Source: an optimization exercise on an open RTL-to-GDS flow (aim: small area). Production flows keep margins and buffers that such runs may drop. Function was checked by simulation only, so behaviour that the tests miss may differ from the original.

// acdma_top
module acdma_top (
  input  logic         clk,
  input  logic         rst,
  input  logic [127:0] data_in,
  output logic [127:0] decoded_out
);
==> flow/config.mk <==
export PLATFORM = sky130hd
export DESIGN_NAME = acdma_top
export DESIGN_NICKNAME = acdma_top
export VERILOG_FILES = /design/flow/design.v
export SDC_FILE = /design/flow/constraint.sdc
export NUM_CORES = 4
export LEC_CHECK = 0
export CAP_MARGIN = 20
export CORE_MARGIN = 2
export CORE_UTILIZATION = 70
export PLACE_DENSITY = 0.8
export SLEW_MARGIN = 20
export SYNTH_HIERARCHICAL = 1
export SYNTH_MINIMUM_KEEP_SIZE = 0
==> flow/constraint.sdc <==
create_clock -name core_clock -period 4.0 [get_ports {clk}]
set_input_delay 0.8000 -clock core_clock [delete_from_list [all_inputs] [get_ports {clk}]]
set_output_delay 0.8000 -clock core_clock [all_outputs]
set_load 0.01 [all_outputs]
standard.sh (not shown) runs the stock make flow with config.mk's settings and CLKGATE_MAP_FILE= SYNTH_SCRIPT=/design/flow/synth_recipe.tcl, a recipe that flattens the netlist after the stock synthesis.
==> flow/flow/run.sh <==
#!/bin/bash
# The standard layout, with the smallest buffer on every input and output port
# instead of the flow's default choice, and clock tree synthesis without dummy
# loads and with smaller clock buffers, then downsizing of gates off the
# critical paths after global routing (power recovery).  make's output goes to flow_make.log.
set -euo pipefail
export BUFFER_PORTS_ARGS="-buffer_cell sky130_fd_sc_hd__buf_1"
export CTS_ARGS="-sink_clustering_enable -repair_clock_nets -dont_use_dummy_load -buf_list {sky130_fd_sc_hd__clkbuf_8} -sink_clustering_size 20 -sink_clustering_max_diameter 60"
export RECOVER_POWER=100
bash standard.sh > flow_make.log 2>&1
The first run produced a clean layout.
==> next run, changes <==
==> flow/flow/run.sh (replaced) <==
#!/bin/bash
# The standard layout, with the smallest buffer on every input and output port
# instead of the flow's default choice, and clock tree synthesis without dummy
# loads and with smaller clock buffers.  make's output goes to flow_make.log.
set -euo pipefail
export BUFFER_PORTS_ARGS="-buffer_cell sky130_fd_sc_hd__buf_1"
export CTS_ARGS="-sink_clustering_enable -repair_clock_nets -dont_use_dummy_load -buf_list {sky130_fd_sc_hd__clkbuf_8} -sink_clustering_size 16 -sink_clustering_max_diameter 50"
bash standard.sh > flow_make.log 2>&1
After rerunning: Via count is about the same; register-to-register slack got worse by 0.02 ns; critical path depth is lower by 1; synthesized area does not change; global-route usage is about the same; hold slack improved by 0.040 ns; final cell count is higher by 0.32%.

---

Another version of the RTL of acdma_top (not shown whole).
For scale: about 1300 cells after synthesis, ~300 flip-flops, roughly 260 I/O pins.
Design acdma_top, start of the top module:
module acdma_top (
  input  logic         clk,
  input  logic         rst,
  input  logic [127:0] data_in,
  output logic [127:0] decoded_out
);
clock: 4.0 ns
lec_check: 0
cap_margin: 20
core_margin: 2
core_utilization: 40
place_density: 0.6
slew_margin: 20
synth_hierarchical: 1
synth_minimum_keep_size: 0
run.sh (not shown) runs the stock make flow with config.mk's settings and CLKGATE_MAP_FILE= SYNTH_SCRIPT=/design/flow/synth_recipe.tcl, a recipe that flattens the netlist after the stock synthesis.
Stock flow here: none of the scripts above is used.
The baseline went through all stages and came out clean.
Next try:
==> flow/flow/run.sh (new file) <==
#!/bin/bash
# The standard layout, with the smallest buffer on every input and output port
# instead of the flow's default choice, and clock tree synthesis without dummy
# loads and with smaller clock buffers.  make's output goes to flow_make.log.
set -euo pipefail
export BUFFER_PORTS_ARGS="-buffer_cell sky130_fd_sc_hd__buf_1"
export CTS_ARGS="-sink_clustering_enable -repair_clock_nets -dont_use_dummy_load -buf_list {sky130_fd_sc_hd__clkbuf_4 sky130_fd_sc_hd__clkbuf_8}"
bash standard.sh > flow_make.log 2>&1
==> flow/standard.sh (new file) <==
#!/bin/bash
# synth_recipe.tcl (not shown) runs the flow's synth.tcl, then flattens the netlist and writes it again
# the make line also repeats each setting of config.mk as NAME=value (left out here)
make -C /OpenROAD-flow-scripts/flow DESIGN_CONFIG=/design/flow/config.mk WORK_HOME=/design/flow/orfs CLKGATE_MAP_FILE= SYNTH_SCRIPT=/design/flow/synth_recipe.tcl "${@:-finish}"
removed: flow/run.sh
Routed wire length goes down by 5.6%.
Worst setup slack stays flat.
Non-clock buffer count came out lower by 2.
Global-route usage is lower by 0.64 points.
Synthesized cell count is unchanged.
Critical path depth increases by 1.
Maximum frequency stays flat.
Final area went down by 10%.
Die area is unchanged.
Next try:
==> flow/flow/run.sh (replaced) <==
#!/bin/bash
# The standard layout, with the smallest buffer on every input and output port
# instead of the flow's default choice.  make's output goes to flow_make.log.
set -euo pipefail
export BUFFER_PORTS_ARGS="-buffer_cell sky130_fd_sc_hd__buf_1"
bash standard.sh > flow_make.log 2>&1
Non-clock buffer count is unchanged.
Area after synthesis is unchanged.
Setup slack is worse by 0.0050 ns.
Register-to-register slack barely changes.
Sequential share of layout area shrinks by 1.0 points.
Via count shrinks by 0.94%.
Maximum frequency barely changes.
Design area grows by 3.0%.
Die area does not change.
First-iteration DRC count grows by 22%.

---

Another version of the RTL of acdma_top (not shown whole).
Size in the first run: about 1200 cells after synthesis.
clock: 4.0 ns
lec_check: 0
cap_margin: 20
core_margin: 2
core_utilization: 70
place_density: 0.9
slew_margin: 20
synth_hierarchical: 1
synth_minimum_keep_size: 0
standard.sh (not shown) runs the stock make flow with config.mk's settings and CLKGATE_MAP_FILE= SYNTH_SCRIPT=/design/flow/synth_recipe.tcl, a recipe that flattens the netlist after the stock synthesis.
==> flow/flow/run.sh <==
#!/bin/bash
# The standard layout, with the smallest buffer on every input and output port
# instead of the flow's default choice, and clock tree synthesis without dummy
# loads and with smaller clock buffers.  make's output goes to flow_make.log.
set -euo pipefail
export BUFFER_PORTS_ARGS="-buffer_cell sky130_fd_sc_hd__buf_1"
export CTS_ARGS="-sink_clustering_enable -repair_clock_nets -dont_use_dummy_load -buf_list {sky130_fd_sc_hd__clkbuf_8} -sink_clustering_size 20 -sink_clustering_max_diameter 60"
bash standard.sh > flow_make.log 2>&1
Then changed:
--- a/flow/flow/run.sh
+++ b/flow/flow/run.sh
@@ -5,4 +5,4 @@
 set -euo pipefail
 export BUFFER_PORTS_ARGS="-buffer_cell sky130_fd_sc_hd__buf_1"
-export CTS_ARGS="-sink_clustering_enable -repair_clock_nets -dont_use_dummy_load -buf_list {sky130_fd_sc_hd__clkbuf_8} -sink_clustering_size 20 -sink_clustering_max_diameter 60"
+export CTS_ARGS="-sink_clustering_enable -repair_clock_nets -dont_use_dummy_load -buf_list {sky130_fd_sc_hd__clkbuf_8 sky130_fd_sc_hd__clkbuf_16} -sink_clustering_size 30 -sink_clustering_max_diameter 100"
 bash standard.sh > flow_make.log 2>&1
Settings changed: CORE_UTILIZATION 70 to 30, PLACE_DENSITY 0.9 to 0.5.
Effect:
- The new run finished with timing, DRC and antenna clean
- setup slack improved by 0.081 ns
- die area increases by well over a third
- synthesized area is unchanged
- core utilization decreases by 42 points
Then changed:
Settings changed: CORE_UTILIZATION 30 to 70, PLACE_DENSITY 0.5 to 0.8.
- wire length drops by 15%
- final area decreases by 3.9%
- fmax stays flat
- synthesized area is unchanged

---

Setup of job 5517:
acdma_top again, from the RTL that the note above started with.
clock: 4.0 ns
lec_check: 0
cap_margin: 20
core_margin: 2
core_utilization: 70
place_density: 0.8
slew_margin: 20
synth_hierarchical: 1
synth_minimum_keep_size: 0
==> flow/flow/run.sh <==
#!/bin/bash
# The standard layout, with the smallest buffer on every input and output port
# instead of the flow's default choice, and clock tree synthesis without dummy
# loads and with smaller clock buffers.  make's output goes to flow_make.log.
set -euo pipefail
export BUFFER_PORTS_ARGS="-buffer_cell sky130_fd_sc_hd__buf_1"
export CTS_ARGS="-sink_clustering_enable -repair_clock_nets -dont_use_dummy_load -buf_list {sky130_fd_sc_hd__clkbuf_8} -sink_clustering_size 20 -sink_clustering_max_diameter 60"
bash standard.sh > flow_make.log 2>&1
Setup changes, job 5517 to job 3965
# job 5517
export LEC_CHECK = 0
export CAP_MARGIN = 20
export CORE_MARGIN = 2
export CORE_UTILIZATION = 70
export PLACE_DENSITY = 0.8
export SLEW_MARGIN = 20
export SYNTH_HIERARCHICAL = 1
export SYNTH_MINIMUM_KEEP_SIZE = 0
create_clock -name core_clock -period 4.0 [get_ports {clk}]
# job 3965
export LEC_CHECK = 0
export CAP_MARGIN = 20
export CORE_MARGIN = 2
export CORE_UTILIZATION = 40
export PLACE_DENSITY = 0.6
export SLEW_MARGIN = 20
export SYNTH_HIERARCHICAL = 1
export SYNTH_MINIMUM_KEEP_SIZE = 0
create_clock -name core_clock -period 4.0 [get_ports {clk}]
--- a/flow/flow/run.sh
+++ b/flow/flow/run.sh
@@ -7 +7 @@
-export CTS_ARGS="-sink_clustering_enable -repair_clock_nets -dont_use_dummy_load -buf_list {sky130_fd_sc_hd__clkbuf_8} -sink_clustering_size 20 -sink_clustering_max_diameter 60"
+export CTS_ARGS="-sink_clustering_enable -repair_clock_nets -dont_use_dummy_load -buf_list {sky130_fd_sc_hd__clkbuf_8 sky130_fd_sc_hd__clkbuf_16} -sink_clustering_size 30 -sink_clustering_max_diameter 100"
Findings:
Job 3965: full flow OK, the timing, DRC and antenna checks passed
Re clock insertion delay at the later pin of the skew report: job 3965 is 50 ps down on job 5517.
Share of post-route cells with drive strength above 1, job 3965 and job 5517: lower on job 5517
In the tables for job 3965 and job 5517, via count reads higher with job 5517.
Job 5517 → job 3965: wire length of the first global-routing pass rose 5.6%, worst clock skew on the final layout dropped 47 ps.
What job 3507 does differently from job 3965 at the input level:
# job 3965
export LEC_CHECK = 0
export CAP_MARGIN = 20
export CORE_MARGIN = 2
export CORE_UTILIZATION = 40
export PLACE_DENSITY = 0.6
export SLEW_MARGIN = 20
export SYNTH_HIERARCHICAL = 1
export SYNTH_MINIMUM_KEEP_SIZE = 0
create_clock -name core_clock -period 4.0 [get_ports {clk}]
# job 3507
export LEC_CHECK = 0
export CAP_MARGIN = 20
export CORE_MARGIN = 2
export CORE_UTILIZATION = 55
export PLACE_DENSITY = 0.7
export SLEW_MARGIN = 20
export SYNTH_HIERARCHICAL = 1
export SYNTH_MINIMUM_KEEP_SIZE = 0
create_clock -name core_clock -period 4.0 [get_ports {clk}]
--- outcome ---
Going from job 3965 to job 3507, die footprint shrank by more than a quarter.
Compared with job 3965, in job 3507 final non-filler cell area now sits lower, worst hold slack now sits higher, total area of multi-input combinational cells now sits at about the same level, slack of the critical path now sits lower.
Job 3507 vs. job 3965: multi-input logic portion of the cell area went up by 0.93 points.
Edits applied to the flow inputs when going from job 3507 to job 3174:
# job 3507
export LEC_CHECK = 0
export CAP_MARGIN = 20
export CORE_MARGIN = 2
export CORE_UTILIZATION = 55
export PLACE_DENSITY = 0.7
export SLEW_MARGIN = 20
export SYNTH_HIERARCHICAL = 1
export SYNTH_MINIMUM_KEEP_SIZE = 0
create_clock -name core_clock -period 4.0 [get_ports {clk}]
# job 3174
export LEC_CHECK = 0
export CAP_MARGIN = 20
export CORE_MARGIN = 2
export CORE_UTILIZATION = 60
export PLACE_DENSITY = 0.9
export SLEW_MARGIN = 20
export SYNTH_HIERARCHICAL = 1
export SYNTH_MINIMUM_KEEP_SIZE = 0
create_clock -name core_clock -period 4.0 [get_ports {clk}]
Notes after the runs:
The flow did not stop early for job 3174: all stages ran, and the layout cleared the timing, DRC and antenna checks. Job 3507: done, clean on timing, DRC and antenna. As far as clock skew is concerned, job 3507 and job 3174 perform about the same. Going from job 3507 to job 3174, number of filler instances in the final layout shrank by 334; worst slew margin relative to its limit grew by 1.8 points. Compared with job 3507, routed wire length on met3 in job 3174 increased by more than 10%. met2 routed wirelength in job 3174 is 1800 um above job 3507. Hold slack of job 3507 is on par with job 3174. Comparing job 3507 and job 3174, the lower met2 usage is on job 3507. There was hardly any difference in sequential share of layout area between job 3174 and job 3507.

[re-timing with driven ports]
The results above use ideal ports. As a check the final layouts listed here were re-extracted and re-timed, cells and wires unchanged.
Step 1 assumes that a clkbuf_16 drives the clock port and a buf_2 every other input.
Step 2 also shifts input and output timing later by t, the mid clock arrival at the registers, as if the neighbouring blocks saw the same clock.
Slacks: ideal / step 1 / step 2; pairs: ideal / step 1.
| run | t (ns) | slack for setup (ns) | worst setup path after step 2 |
|---|---|---|---|
| the first run of note 1 | 0.545 | 0.209 / 0.209 / 0.205 | input to register |
| the second run of note 1 | 0.565 | 0.185 / 0.185 / 0.184 | input to register |
| the first run of note 2 | 0.544 | 0.093 / 0.093 / -0.057 | input to register |
| the second run of note 2 | 0.586 | 0.094 / 0.094 / 0.094 | register to register |
| the third run of note 2 | 0.603 | 0.089 / 0.089 / 0.089 | register to register |
| the first run of note 3 | 0.566 | 0.078 / 0.078 / 0.078 | register to register |
| the second run of note 3 | 0.525 | 0.159 / 0.159 / 0.159 | register to register |
| the third run of note 3 | 0.516 | 0.169 / 0.169 / 0.169 | register to register |
| job 5517 | 0.538 | 0.143 / 0.143 / 0.143 | register to register |
| job 3965 | 0.525 | 0.186 / 0.186 / 0.186 | register to register |
| job 3507 | 0.525 | 0.131 / 0.131 / 0.131 | register to register |
| job 3174 | 0.525 | 0.134 / 0.134 / 0.134 | register to register |
With both steps, setup timing fails in the first run of note 2, where it was met with ideal ports. For the first run of note 2, which loses most, drivers alone change the setup slack by 0.000 ns; drivers and shift together by -0.150 ns.
